From an optimization exercise on the open Yosys and OpenROAD flow, aimed at small area and a short achievable clock period; shortcuts taken in it are not production practice. Only simulation tests tie the RTL to the original design; equivalence was not proved. Power and IR drop assume default switching activity.

## FIR
module FIR(Dout,
           Din,
           clk,
           reset);
For scale: ~390 cells after synthesis, roughly 28 I/O pins, roughly 0.0051 mm2 of cells after synthesis.
Settings: LEC_CHECK=0, CAP_MARGIN=20, CORE_MARGIN=2, CORE_UTILIZATION=40, CTS_BUF_LIST=sky130_fd_sc_hd__clkbuf_4, CTS_CLUSTER_DIAMETER=60, CTS_CLUSTER_SIZE=20, SETUP_SLACK_MARGIN=5, SLEW_MARGIN=20, SYNTH_HIERARCHICAL=1, SYNTH_MINIMUM_KEEP_SIZE=0; clock period 12.0 ns.
run.sh (not shown) runs the stock make flow with config.mk's settings and CLKGATE_MAP_FILE= SYNTH_SCRIPT=/design/flow/synth_recipe.tcl, a recipe that flattens the netlist after the stock synthesis.
Rerun with:
==> flow/flow/run.sh (new file) <==
#!/bin/bash
# Own layout flow: the standard ORFS flow (standard.sh's make command and
# synthesis, unchanged), with these changes after synthesis:
#  - timing repair aims at a setup slack margin of $MARGIN ns,
#  - port buffers are buf_2 cells (ORFS's default pick is a delay cell),
#  - clock tree: clkbuf_8 buffers, larger sink clusters, no dummy loads.
# ORFS writes each tool's log under orfs/logs/; make's output goes to
# make_*.log in this folder.
set -euo pipefail
MARGIN=5
MAKELINE=$(grep '^make ' standard.sh | sed 's/"\${@:-finish}"//')
run_make() { eval "$MAKELINE"' "$@"'; }
run_make synth > make_synth.log 2>&1
run_make "SETUP_SLACK_MARGIN=$MARGIN" \
  "BUFFER_PORTS_ARGS=-buffer_cell sky130_fd_sc_hd__buf_2" \
  "CTS_ARGS=-sink_clustering_enable -repair_clock_nets -dont_use_dummy_load -buf_list sky130_fd_sc_hd__clkbuf_8 -sink_clustering_size 30 -sink_clustering_max_diameter 100" \
  finish > make_finish.log 2>&1
# everything is built: this only writes out/final.def from the final layout
bash standard.sh finish > make_def.log 2>&1
==> flow/standard.sh (new file) <==
#!/bin/bash
# synth_recipe.tcl (not shown) runs the flow's synth.tcl, then flattens the netlist and writes it again
# the make line also repeats each setting of config.mk as NAME=value (left out here)
make -C /OpenROAD-flow-scripts/flow DESIGN_CONFIG=/design/flow/config.mk WORK_HOME=/design/flow/orfs CLKGATE_MAP_FILE= SYNTH_SCRIPT=/design/flow/synth_recipe.tcl "${@:-finish}"
Settings changed: CORE_UTILIZATION 40 to 75, CTS_BUF_LIST sky130_fd_sc_hd__clkbuf_4 to unset, CTS_CLUSTER_DIAMETER 60 to unset, CTS_CLUSTER_SIZE 20 to unset, PLACE_DENSITY set to 0.85.
removed: flow/run.sh
The changed run completed without violations.
Die area is lower by 45%.
Power is higher by about 12%.
Clock skew is higher by 0.0050 ns.
Count of clock-buffer cells in the layout is lower by 2.
Synthesized cell count does not change.
Worst hold slack gets worse by 0.0085 ns.
Design area is lower by about 3.4%.
Utilization is higher by 37 points.

The RTL this note starts from:
==> flow/design.v <==
module FIR(Dout,
           Din,
           clk,
           reset);
    output  [17:0]  Dout;
    input   [7:0]   Din;
    input           clk, reset;
    reg [7:0]  x1, x2, x3, x4, x5, x6, x7;
    reg [15:0] S;
    wire s1, c2;
    ha u2 (x2[0], x4[0], s1, c2);
    wire s3, c4;
    fa u4 (x2[1], x4[1], c2, s3, c4);
    wire s5, c6;
    fa u6 (x2[2], x4[2], c4, s5, c6);
    wire s7, c8;
    fa u8 (x2[3], x4[3], c6, s7, c8);
    wire s9, c10;
    fa u10 (x2[4], x4[4], c8, s9, c10);
    wire s11, c12;
    fa u12 (x2[5], x4[5], c10, s11, c12);
    wire s13, c14;
    fa u14 (x2[6], x4[6], c12, s13, c14);
    wire s15, c16;
    fa u16 (x2[7], x4[7], c14, s15, c16);
    wire n17 = ~s1;
    wire n18 = ~s3;
    wire n19 = ~s5;
    wire n20 = ~s7;
    wire n21 = ~s9;
    wire n22 = ~s11;
    wire n23 = ~s13;
    wire n24 = ~s15;
    wire n25 = ~c16;
    wire n26 = ~x7[0];
    wire n27 = ~x7[1];
    wire n28 = ~x7[2];
    wire n29 = ~x7[3];
    wire n30 = ~x7[4];
    wire n31 = ~x7[5];
    wire n32 = ~x7[6];
    wire n33 = ~x7[7];
    wire s34, c35;
    fa u35 (x6[0], n26, Din[0], s34, c35);
    wire s36, c37;
    fa u37 (x6[1], n27, n17, s36, c37);
    wire s38, c39;
    fa u39 (s36, Din[1], c35, s38, c39);
    wire s40, c41;
    fa u41 (x6[2], x3[0], n28, s40, c41);
    wire s42, c43;
    fa u43 (s40, n18, c37, s42, c43);
    wire s44, c45;
    fa u45 (s42, Din[2], c39, s44, c45);
    wire n46 = ~s44;
    wire s47, c48;
    fa u48 (x6[3], x3[1], x7[0], s47, c48);
    wire s49, c50;
    fa u50 (n29, c41, s47, s49, c50);
    wire s51, c52;
    fa u52 (s49, n19, c43, s51, c52);
    wire s53, c54;
    fa u54 (s51, Din[3], c45, s53, c54);
    wire s55, c56;
    ha u56 (s44, s53, s55, c56);
    wire s57, c58;
    fa u58 (x6[0], x6[4], x3[0], s57, c58);
    wire s59, c60;
    fa u60 (x3[2], x7[1], n30, s59, c60);
    wire s61, c62;
    fa u62 (s1, c48, s57, s61, c62);
    wire s63, c64;
    fa u64 (s59, c50, s61, s63, c64);
    wire s65, c66;
    fa u66 (s63, n20, c52, s65, c66);
    wire s67, c68;
    fa u68 (Din[0], Din[4], s65, s67, c68);
    wire s69, c70;
    fa u70 (s67, c54, c56, s69, c70);
    wire s71, c72;
    fa u72 (x6[1], x6[5], x1[0], s71, c72);
    wire s73, c74;
    fa u74 (x5[0], x3[0], x3[1], s73, c74);
    wire s75, c76;
    fa u76 (x3[3], x7[2], n31, s75, c76);
    wire s77, c78;
    fa u78 (s1, c58, c60, s77, c78);
    wire s79, c80;
    fa u80 (s71, s73, s75, s79, c80);
    wire s81, c82;
    fa u82 (s3, c62, s77, s81, c82);
    wire s83, c84;
    fa u84 (s79, c64, s81, s83, c84);
    wire s85, c86;
    fa u86 (Din[1], Din[5], n21, s85, c86);
    wire s87, c88;
    fa u88 (c66, s83, s85, s87, c88);
    wire s89, c90;
    fa u90 (c68, s87, c70, s89, c90);
    wire s91, c92;
    fa u92 (x6[2], x6[6], x1[1], s91, c92);
    wire s93, c94;
    fa u94 (x5[1], x3[1], x3[2], s93, c94);
    wire s95, c96;
    fa u96 (x3[4], x7[3], n32, s95, c96);
    wire s97, c98;
    fa u98 (c72, c74, c76, s97, c98);
    wire s99, c100;
    fa u100 (s91, s93, s95, s99, c100);
    wire s101, c102;
    fa u102 (s3, c78, c80, s101, c102);
    wire s103, c104;
    fa u104 (s97, s99, s5, s103, c104);
    wire s105, c106;
    fa u106 (c82, s101, s103, s105, c106);
    wire s107, c108;
    fa u108 (c84, Din[2], Din[6], s107, c108);
    wire s109, c110;
    fa u110 (s105, n22, c86, s109, c110);
    wire s111, c112;
    fa u112 (s107, c88, s109, s111, c112);
    wire s113, c114;
    ha u114 (s111, c90, s113, c114);
    wire s115, c116;
    fa u116 (x6[3], x6[7], x1[2], s115, c116);
    wire s117, c118;
    fa u118 (x5[2], x3[2], x3[3], s117, c118);
    wire s119, c120;
    fa u120 (x3[5], x7[4], n33, s119, c120);
    wire s121, c122;
    fa u122 (c92, c94, c96, s121, c122);
    wire s123, c124;
    fa u124 (s115, s117, s119, s123, c124);
    wire s125, c126;
    fa u126 (c98, c100, s121, s125, c126);
    wire s127, c128;
    fa u128 (s123, s5, c102, s127, c128);
    wire s129, c130;
    fa u130 (s125, s7, c104, s129, c130);
    wire s131, c132;
    fa u132 (s127, Din[3], Din[7], s131, c132);
    wire s133, c134;
    fa u134 (c106, s129, c108, s133, c134);
    wire s135, c136;
    fa u136 (s131, n23, c110, s135, c136);
    wire s137, c138;
    fa u138 (s133, c112, s135, s137, c138);
    wire s139, c140;
    ha u140 (s137, c114, s139, c140);
    wire s141, c142;
    fa u142 (x6[4], x1[3], x5[3], s141, c142);
    wire s143, c144;
    fa u144 (x3[3], x3[4], x3[6], s143, c144);
    wire s145, c146;
    fa u146 (x7[5], c116, c118, s145, c146);
    wire s147, c148;
    fa u148 (c120, s141, s143, s147, c148);
    wire s149, c150;
    fa u150 (c122, s145, c124, s149, c150);
    wire s151, c152;
    fa u152 (s147, c126, s149, s151, c152);
    wire s153, c154;
    fa u154 (s7, c128, s9, s153, c154);
    wire s155, c156;
    fa u156 (c130, Din[4], s151, s155, c156);
    wire s157, c158;
    fa u158 (c132, s153, s155, s157, c158);
    wire s159, c160;
    fa u160 (c134, s157, n24, s159, c160);
    wire s161, c162;
    fa u162 (c136, c138, s159, s161, c162);
    wire s163, c164;
    ha u164 (s161, c140, s163, c164);
    wire s165, c166;
    fa u166 (x6[5], x1[4], x5[4], s165, c166);
    wire s167, c168;
    fa u168 (x3[4], x3[5], x3[7], s167, c168);
    wire s169, c170;
    fa u170 (x7[6], c142, c144, s169, c170);
    wire s171, c172;
    fa u172 (s165, s167, c146, s171, c172);
    wire s173, c174;
    fa u174 (c148, s169, s171, s173, c174);
    wire s175, c176;
    fa u176 (c150, s173, c152, s175, c176);
    wire s177, c178;
    fa u178 (s9, Din[5], s11, s177, c178);
    wire s179, c180;
    fa u180 (c154, c156, s175, s179, c180);
    wire s181, c182;
    fa u182 (s177, c158, s179, s181, c182);
    wire s183, c184;
    fa u184 (n25, s181, c160, s183, c184);
    wire s185, c186;
    fa u186 (s183, c162, c164, s185, c186);
    wire n187 = ~s185;
    wire s188, c189;
    fa u189 (x6[6], x1[5], x5[5], s188, c189);
    wire s190, c191;
    fa u191 (x3[5], x3[6], x7[7], s190, c191);
    wire s192, c193;
    fa u193 (c166, c168, s188, s192, c193);
    wire s194, c195;
    fa u195 (s190, c170, s192, s194, c195);
    wire s196, c197;
    fa u197 (c172, s194, c174, s196, c197);
    wire s198, c199;
    fa u199 (Din[6], s196, c176, s198, c199);
    wire s200, c201;
    fa u201 (s11, s13, c178, s200, c201);
    wire s202, c203;
    fa u203 (c180, s198, s200, s202, c203);
    wire s204, c205;
    fa u205 (c182, s202, c184, s204, c205);
    wire s206, c207;
    fa u207 (s204, c186, s185, s206, c207);
    wire s208, c209;
    fa u209 (x6[7], x1[6], x5[6], s208, c209);
    wire s210, c211;
    fa u211 (x3[6], x3[7], c189, s210, c211);
    wire s212, c213;
    fa u213 (c191, s208, c193, s212, c213);
    wire s214, c215;
    fa u215 (s210, c195, s212, s214, c215);
    wire s216, c217;
    fa u217 (Din[7], s214, c197, s216, c217);
    wire s218, c219;
    fa u219 (s216, c199, s13, s218, c219);
    wire s220, c221;
    fa u221 (s15, c201, s218, s220, c221);
    wire s222, c223;
    fa u223 (c203, s220, c205, s222, c223);
    wire s224 = ~(s222 ^ c207);
    wire c225 = s222 | c207;
    wire s226, c227;
    fa u227 (x1[7], x5[7], x3[7], s226, c227);
    wire s228, c229;
    fa u229 (c209, s226, c211, s228, c229);
    wire s230, c231;
    fa u231 (c213, s228, c215, s230, c231);
    wire s232, c233;
    fa u233 (s230, c217, c16, s232, c233);
    wire s234, c235;
    fa u235 (s15, c219, s232, s234, c235);
    wire s236, c237;
    fa u237 (c221, s234, c223, s236, c237);
    wire s238 = ~(s236 ^ c225);
    wire c239 = s236 | c225;
    wire s240, c241;
    fa u241 (c227, c229, c231, s240, c241);
    wire s242, c243;
    fa u243 (s240, c16, c233, s242, c243);
    wire s244, c245;
    fa u245 (c235, s242, c237, s244, c245);
    wire s246 = ~(s244 ^ c239);
    wire c247 = s244 | c239;
    wire s248, c249;
    fa u249 (c241, c243, c245, s248, c249);
    wire s250 = ~(s248 ^ c247);
    wire c251 = s248 | c247;
    wire s252 = ~(c249 ^ c251);
    wire c253 = c249 | c251;
    wire [15:0] S_next = {s252, s250, s246, s238, s224, s206, n187, s163, s139, s113, s89, s69, s55, n46, s38, s34};
    always @(posedge clk) begin
        if (reset) begin
            x1 <= 8'd0; x2 <= 8'd0; x3 <= 8'd0; x4 <= 8'd0;
            x5 <= 8'd0; x6 <= 8'd0; x7 <= 8'd0;
            S  <= 16'hFF01;
        end else begin
            x1 <= Din; x2 <= x1; x3 <= x2; x4 <= x3;
            x5 <= x4; x6 <= x5; x7 <= x6;
            S  <= S_next;
        end
    end
    wire [15:0] y;
    outadd ua (S, Din, 1'b0, y);
    assign Dout = {2'b00, y};
endmodule
module outadd(input [15:0] s, input [7:0] d, input [0:0] k, output [15:0] y);
    assign y = s + {5'd0, d, 3'd0} + {8'd0, ~d};
endmodule
module fa(input a, input b, input c, output s, output co);
    assign s = a ^ b ^ c;
    assign co = (a & b) | (a & c) | (b & c);
endmodule
module ha(input a, input b, output s, output co);
    assign s = a ^ b;
    assign co = a & b;
endmodule
export LEC_CHECK = 0
export CAP_MARGIN = 20
export CORE_MARGIN = 2
export CORE_UTILIZATION = 40
export SETUP_SLACK_MARGIN = 5
export SLEW_MARGIN = 20
export SYNTH_HIERARCHICAL = 1
export SYNTH_MINIMUM_KEEP_SIZE = 0
create_clock -name core_clock -period 12.0 [get_ports {clk}]
standard.sh (not shown) runs the stock make flow with config.mk's settings and CLKGATE_MAP_FILE= SYNTH_SCRIPT=/design/flow/synth_recipe.tcl, a recipe that flattens the netlist after the stock synthesis.
==> flow/flow/run.sh <==
#!/bin/bash
set -euo pipefail
MARGIN=$(cat flow/margin.txt)
MAKELINE=$(grep '^make ' standard.sh | sed 's/"\${@:-finish}"//')
eval "$MAKELINE SETUP_SLACK_MARGIN=$MARGIN finish" > make_finish.log 2>&1
# everything is built: this only writes out/final.def from the final layout
bash standard.sh finish > make_def.log 2>&1
==> flow/flow/margin.txt <==
7
Then changed:
==> flow/run.sh (new file) <==
#!/bin/bash
# synth_recipe.tcl (not shown) runs the flow's synth.tcl, then flattens the netlist and writes it again
# the make line also repeats each setting of config.mk as NAME=value (left out here)
make -C /OpenROAD-flow-scripts/flow DESIGN_CONFIG=/design/flow/config.mk WORK_HOME=/design/flow/orfs CLKGATE_MAP_FILE= SYNTH_SCRIPT=/design/flow/synth_recipe.tcl finish
removed: flow/flow/run.sh
removed: flow/flow/margin.txt
removed: flow/standard.sh
Power fell by 8.5%.
Die area is unchanged.
Cell count goes down by 3.1%.

==> what the ideal ports hide <==
The flow's constraints put no driver on any port. The routed layouts listed below were extracted and timed again, unchanged, in two steps. Step 1 (the two cells are an assumption about what drives the block):
set clk [get_ports {clk}]
set_driving_cell -lib_cell sky130_fd_sc_hd__clkbuf_16 $clk
set_driving_cell -lib_cell sky130_fd_sc_hd__buf_2 [delete_from_list [all_inputs] $clk]
Step 2 also shifts input and output timing later by t, the mid clock arrival at the registers, as if the neighbouring blocks saw the same clock. Three values: ideal, step 1, step 2; two values: the first two.
run	t (ns)	setup WS [ns]	worst slew at a driven data input, ns
the first run of note 1	0.445	5.044 / 4.976 / 4.762	0.07
the second run of note 1	0.370	4.945 / 4.919 / 4.549	0.07
the first run of note 2	0.368	5.177 / 5.128 / 4.887	0.07
the second run of note 2	0.364	5.043 / 5.000 / 4.670	0.07
After both steps every run listed still meets setup and hold. The setup slack of the second run of note 1, which loses most, moves by -0.026 ns with the drivers and by -0.396 ns with both steps.
